Context: an optimization exercise on an open-source flow, tuned for small area, a short achievable clock period and few clock cycles per item. The choices shown serve that exercise and are no tape-out recipe.
In this exercise RTL edits were held to simulation tests only and were not proved equivalent to the original.
Power is estimated from default activity; no workload was simulated.

Setup of the previous run:
==> flow/design.v <==
module top(
    input clk,
    input rst_n,
    input start,
    input Clr,
    output [191:0] C,
    output done,
    output [31:0] mem_address,
    output mem_read,
    input [63:0] mem_readdata,
    input mem_readdatavalid,
    input mem_waitrequest
);
    logic       run;        
    logic       rd_q;       
    logic [3:0] addr;       
    logic       have_b;     
    logic       done_q;
    logic       l_full;     
    logic       r_busy;     
    logic [1:0] r_cnt;      
    logic [2:0] rotcnt;     
    logic       a_v, a_first, a_last;   
    logic       b_last;     
    logic       u_acc0, u_acc1, u_rs;   
    wire accept = rd_q & ~mem_waitrequest;
    wire row_v  = mem_readdatavalid & have_b;
    wire b_v    = mem_readdatavalid & ~have_b;
    wire r_end  = r_busy & (r_cnt == 2'd3);
    wire r_take_l  = r_end & l_full;
    wire r_take_rd = row_v & (~r_busy | (r_end & ~l_full));
    wire l_load    = row_v & ~r_take_rd;
    wire rot    = b_last;
    logic [3:0] addr_n;
    logic       l_full_n;
    always_comb begin
        addr_n = accept ? addr + 4'd1 : addr;
        l_full_n = l_load | (l_full & ~r_take_l);
    end
    always_ff @(posedge clk, negedge rst_n) begin
        if (!rst_n) begin
            run <= 1'b0;
            rd_q <= 1'b0;
            addr <= 4'd0;
            have_b <= 1'b0;
            done_q <= 1'b0;
            l_full <= 1'b0;
            r_busy <= 1'b0;
            r_cnt <= 2'd0;
            rotcnt <= 3'd0;
            a_v <= 1'b0;
            a_first <= 1'b0;
            a_last <= 1'b0;
            b_last <= 1'b0;
            u_acc0 <= 1'b0;
            u_acc1 <= 1'b0;
            u_rs <= 1'b0;
        end else begin
            if (start) begin
                run <= 1'b1;
                rd_q <= 1'b1;
                addr <= 4'd0;
                have_b <= 1'b0;
                done_q <= 1'b0;
                rotcnt <= 3'd0;
            end else begin
                addr <= addr_n;
                if (!run) done_q <= 1'b1;
                rd_q <= run & (addr_n != 4'd9)
                      & (~l_full_n | (r_busy & (r_cnt == 2'd2) & ~r_take_rd));
                if (b_v) have_b <= 1'b1;
                if (rot) begin
                    rotcnt <= rotcnt + 3'd1;
                    if (rotcnt == 3'd7) begin
                        done_q <= 1'b1;
                        run <= 1'b0;
                    end
                end
            end
            l_full <= l_full_n;
            if (r_take_rd | r_take_l) begin
                r_busy <= 1'b1;
                r_cnt <= 2'd0;
            end else if (r_busy) begin
                r_cnt <= r_cnt + 2'd1;
                if (r_cnt == 2'd3) r_busy <= 1'b0;
            end
            a_v <= r_busy;
            a_first <= r_busy & (r_cnt == 2'd0);
            a_last <= r_end;
            b_last <= a_v & a_last;
            u_acc0 <= (r_busy & (r_cnt == 2'd0)) & ~(a_v & a_last);
            u_acc1 <= (r_busy & (r_cnt == 2'd0)) & (a_v & a_last);
            u_rs <= ~(r_busy & (r_cnt == 2'd0));
        end
    end
    assign mem_read = rd_q;
    assign mem_address = {28'd0, addr};
    assign done = done_q;
    logic [63:0] L, R, bv;
    logic [9:0]  t3a, t3b;      
    always_ff @(posedge clk) begin
        if (l_load) L <= mem_readdata;
        if (r_take_rd) R <= mem_readdata;
        else if (r_take_l) R <= L;
        else R <= {16'd0, R[63:16]};
        if (b_v) bv <= mem_readdata;
        else if (r_busy) bv <= {bv[15:0], bv[63:16]};
    end
    wire [15:0] b_next = r_busy ? bv[31:16] : bv[15:0];
    always_ff @(posedge clk) begin
        t3a <= {2'b00, b_next[7:0]} + {1'b0, b_next[7:0], 1'b0};
        t3b <= {2'b00, b_next[15:8]} + {1'b0, b_next[15:8], 1'b0};
    end
    function automatic [9:0] pick(input [1:0] d, input [7:0] bb, input [9:0] bb3);
        case (d)
            2'd0: pick = 10'd0;
            2'd1: pick = {2'b00, bb};
            2'd2: pick = {1'b0, bb, 1'b0};
            default: pick = bb3;
        endcase
    endfunction
    wire [16:0] r0 = {7'd0, pick(R[1:0],   bv[7:0],  t3a)};
    wire [16:0] r1 = {5'd0, pick(R[3:2],   bv[7:0],  t3a), 2'd0};
    wire [16:0] r2 = {3'd0, pick(R[5:4],   bv[7:0],  t3a), 4'd0};
    wire [16:0] r3 = {1'd0, pick(R[7:6],   bv[7:0],  t3a), 6'd0};
    wire [16:0] r4 = {7'd0, pick(R[9:8],   bv[15:8], t3b)};
    wire [16:0] r5 = {5'd0, pick(R[11:10], bv[15:8], t3b), 2'd0};
    wire [16:0] r6 = {3'd0, pick(R[13:12], bv[15:8], t3b), 4'd0};
    wire [16:0] r7 = {1'd0, pick(R[15:14], bv[15:8], t3b), 6'd0};
    function automatic [47:0] csa(input [23:0] x, input [23:0] y, input [23:0] z);
        csa = {x ^ y ^ z, (x[22:0] & y[22:0]) | (x[22:0] & z[22:0]) | (y[22:0] & z[22:0]), 1'b0};
    endfunction
    logic [23:0] q0, q1, q2, q3;
    wire  [23:0] s1, c1, s2, c2;
    assign {s1, c1} = csa({7'd0, r0}, {7'd0, r1}, {7'd0, r2});
    assign {s2, c2} = csa({7'd0, r4}, {7'd0, r5}, {7'd0, r6});
    always_ff @(posedge clk) begin
        {q0, q1} <= csa(s1, c1, {7'd0, r3});
        {q2, q3} <= csa(s2, c2, {7'd0, r7});
    end
    logic [7:0][23:0] acc;
    logic [23:0] rs_s, rs_c;
    wire  [23:0] u_s = ({24{u_acc0}} & acc[0]) | ({24{u_acc1}} & acc[1]) | ({24{u_rs}} & rs_s);
    wire  [23:0] u_c = {24{u_rs}} & rs_c;
    wire  [23:0] s3, c3, s4, c4, s5, c5;
    assign {s3, c3} = csa(q0, q1, q2);
    assign {s4, c4} = csa(s3, c3, q3);
    assign {s5, c5} = csa(s4, c4, u_c);
    always_ff @(posedge clk) {rs_s, rs_c} <= csa(s5, c5, u_s);
    wire clr = Clr | ~rst_n;
    wire [23:0] sum = rs_s + rs_c;
    always_ff @(posedge clk) begin
        if (clr) begin
            for (int i = 0; i < 8; i++) acc[i] <= 24'd0;
        end else if (rot) begin
            for (int i = 0; i < 7; i++) acc[i] <= acc[i+1];
            acc[7] <= sum;
        end
    end
    assign C = acc;
endmodule
export LEC_CHECK = 0
export CAP_MARGIN = 20
export CORE_MARGIN = 2
export CORE_UTILIZATION = 40
export CTS_CLUSTER_DIAMETER = 100
export CTS_CLUSTER_SIZE = 30
export SETUP_SLACK_MARGIN = 3.5
export SLEW_MARGIN = 20
create_clock -name core_clock -period 6.0 [get_ports {clk}]
standard.sh (not shown) runs the stock make flow with config.mk's settings and CLKGATE_MAP_FILE= SYNTH_SCRIPT=/design/flow/synth_recipe.tcl, a recipe that flattens the netlist after the stock synthesis.
==> flow/flow/run.sh <==
#!/bin/bash
# The standard layout (the standard.sh), with sky130_fd_sc_hd__buf_1 as
# the buffer that buffer_ports puts on every input and output port.
set -o pipefail
export BUFFER_PORTS_ARGS="-buffer_cell sky130_fd_sc_hd__buf_1"
bash standard.sh 2>&1 | tee standard.log
The previous run ended with every stage complete and zero timing, DRC or antenna violations.
Testbench counts of the previous run, summed over its fixed seeds: cycles 11,161, items 192.
Input changes introduced in the current run (baseline for comparison: the previous run):
-- flow/design.v --
<<< the previous run, line 17
    logic       have_b;     
    logic       done_q;
    logic       l_full;     
    logic       r_busy;     
>>> the current run, line 17
    logic       have_b;     
    logic       done_q;
    logic       spec;       
    logic       l_full;     
    logic       r_busy;     
<<< the previous run, line 25
    logic       u_acc0, u_acc1, u_rs;   
    wire accept = rd_q & ~mem_waitrequest;
    wire row_v  = mem_readdatavalid & have_b;
    wire b_v    = mem_readdatavalid & ~have_b;
    wire r_end  = r_busy & (r_cnt == 2'd3);
    wire r_take_l  = r_end & l_full;
    wire r_take_rd = row_v & (~r_busy | (r_end & ~l_full));
    wire l_load    = row_v & ~r_take_rd;
    wire rot    = b_last;
    logic [3:0] addr_n;
    logic       l_full_n;
    always_comb begin
        addr_n = accept ? addr + 4'd1 : addr;
        l_full_n = l_load | (l_full & ~r_take_l);
    end
    always_ff @(posedge clk, negedge rst_n) begin
>>> the current run, line 26
    logic       u_acc0, u_acc1, u_rs;   
    wire accept = rd_q & ~mem_waitrequest;
    wire row_v  = mem_readdatavalid & have_b & ~spec;
    wire b_v    = mem_readdatavalid & ~have_b & ~spec;
    wire r_end  = r_busy & (r_cnt == 2'd3);
    wire r_take_l  = l_full & (~r_busy | r_end);
    wire l_load    = row_v;
    wire rot    = b_last;
    logic [3:0] addr_n;
    logic       l_full_n, r_busy_n;
    logic [1:0] r_cnt_n;
    always_comb begin
        addr_n = accept ? addr + 4'd1 : addr;
        l_full_n = l_load | (l_full & ~r_take_l);
        if (r_take_l) begin
            r_busy_n = 1'b1;
            r_cnt_n = 2'd0;
        end else begin
            r_busy_n = r_busy & ~r_end;
            r_cnt_n = r_cnt + {1'b0, r_busy};
        end
    end
    always_ff @(posedge clk, negedge rst_n) begin
<<< the previous run, line 45
            have_b <= 1'b0;
            done_q <= 1'b0;
            l_full <= 1'b0;
            r_busy <= 1'b0;
>>> the current run, line 53
            have_b <= 1'b0;
            done_q <= 1'b0;
            spec <= 1'b0;
            l_full <= 1'b0;
            r_busy <= 1'b0;
<<< the previous run, line 60
                run <= 1'b1;
                rd_q <= 1'b1;
                addr <= 4'd0;
                have_b <= 1'b0;
                done_q <= 1'b0;
                rotcnt <= 3'd0;
            end else begin
                addr <= addr_n;
                if (!run) done_q <= 1'b1;
                rd_q <= run & (addr_n != 4'd9)
                      & (~l_full_n | (r_busy & (r_cnt == 2'd2) & ~r_take_rd));
                if (b_v) have_b <= 1'b1;
                if (rot) begin
>>> the current run, line 69
                run <= 1'b1;
                rd_q <= 1'b1;
                addr <= accept ? 4'd1 : 4'd0;
                have_b <= 1'b0;
                done_q <= 1'b0;
                rotcnt <= 3'd0;
            end else if (!run) begin
                if (!done_q) begin
                    done_q <= 1'b1;
                    rd_q <= 1'b1;
                    addr <= 4'd0;
                end else if (accept) begin
                    rd_q <= 1'b0;
                end
            end else begin
                addr <= addr_n;
                rd_q <= (addr_n != 4'd9) & (~l_full_n | ~r_busy_n | r_cnt_n[1]);
                if (b_v) have_b <= 1'b1;
                if (rot) begin
<<< the previous run, line 75
                        done_q <= 1'b1;
                        run <= 1'b0;
                    end
                end
            end
            l_full <= l_full_n;
            if (r_take_rd | r_take_l) begin
                r_busy <= 1'b1;
                r_cnt <= 2'd0;
            end else if (r_busy) begin
                r_cnt <= r_cnt + 2'd1;
                if (r_cnt == 2'd3) r_busy <= 1'b0;
            end
            a_v <= r_busy;
            a_first <= r_busy & (r_cnt == 2'd0);
>>> the current run, line 90
                        done_q <= 1'b1;
                        run <= 1'b0;
                        rd_q <= 1'b1;
                        addr <= 4'd0;
                    end
                end
            end
            if (accept & ~run & ~start) spec <= 1'b1;
            else if (mem_readdatavalid) spec <= 1'b0;
            l_full <= l_full_n;
            r_busy <= r_busy_n;
            r_cnt <= r_cnt_n;
            a_v <= r_busy;
            a_first <= r_busy & (r_cnt == 2'd0);
<<< the previous run, line 102
    always_ff @(posedge clk) begin
        if (l_load) L <= mem_readdata;
        if (r_take_rd) R <= mem_readdata;
        else if (r_take_l) R <= L;
        else R <= {16'd0, R[63:16]};
        if (b_v) bv <= mem_readdata;
        else if (r_busy) bv <= {bv[15:0], bv[63:16]};
>>> the current run, line 116
    always_ff @(posedge clk) begin
        if (l_load) L <= mem_readdata;
        R[63:48] <= L[63:48];
        if (r_take_l) R[47:0] <= L[47:0];
        else R[47:0] <= R[63:16];
        if (b_v) bv <= mem_readdata;
        else if (r_busy) bv <= {bv[15:0], bv[63:16]};
## What came out
Looking at multi-input gate share of total cell area, the current run sits 1.1 points below the previous run.
When the final numbers for the previous run and the current run were put side by side, the power share of the clock group turned out to be greater in the previous run.
Between the previous run and the current run, hold slack is lower for the current run, the previous run comes in above that.
Wire: the current run routes less than the previous run
NOTE: global-route wire length before repair in the current run falls short of that of the previous run
The current run ends up with higher count of clock-buffer cells in the layout than the previous run does.
The current run vs. the previous run: internal power component rose by 9.7%, clock period minus worst slack now sits lower.
The current run: die area lower than the previous run
Changes observed in the current run relative to the previous run: final total power moved up, share of the clock period used by the worst path after layout moved down, share of final layout cell area taken by clock buffers and inverters moved down.
Testbench counts of the current run, summed over its fixed seeds: cycles 11,161, items 192.

## separate check: timing with driven ports
The flow's constraints put no driver on any port. The routed layouts listed below were extracted and timed again, unchanged, in two steps.
Step 1 (the two cells are an assumption about what drives the block):
set clk [get_ports {clk}]
set_driving_cell -lib_cell sky130_fd_sc_hd__clkbuf_16 $clk
set_driving_cell -lib_cell sky130_fd_sc_hd__buf_2 [delete_from_list [all_inputs] $clk]
Step 2 also shifts input and output timing later by t, the mid clock arrival at the registers, as if the neighbouring blocks saw the same clock.
Slacks: ideal ports / drivers / drivers and shift; pairs: ideal ports / drivers.
run	t, ns	setup slack, ns	latest minus earliest clock arrival (ns)	worst register clock-pin slew, ns
the previous run	0.637	3.507 / 3.494 / 3.021	0.022 / 0.022	0.11 / 0.11
the current run	0.629	3.519 / 3.480 / 3.029	0.035 / 0.035	0.12 / 0.12
After both steps setup and hold are still met in every run listed. For the current run, which loses most, drivers alone change the setup slack by -0.039 ns; drivers and shift together by -0.490 ns.
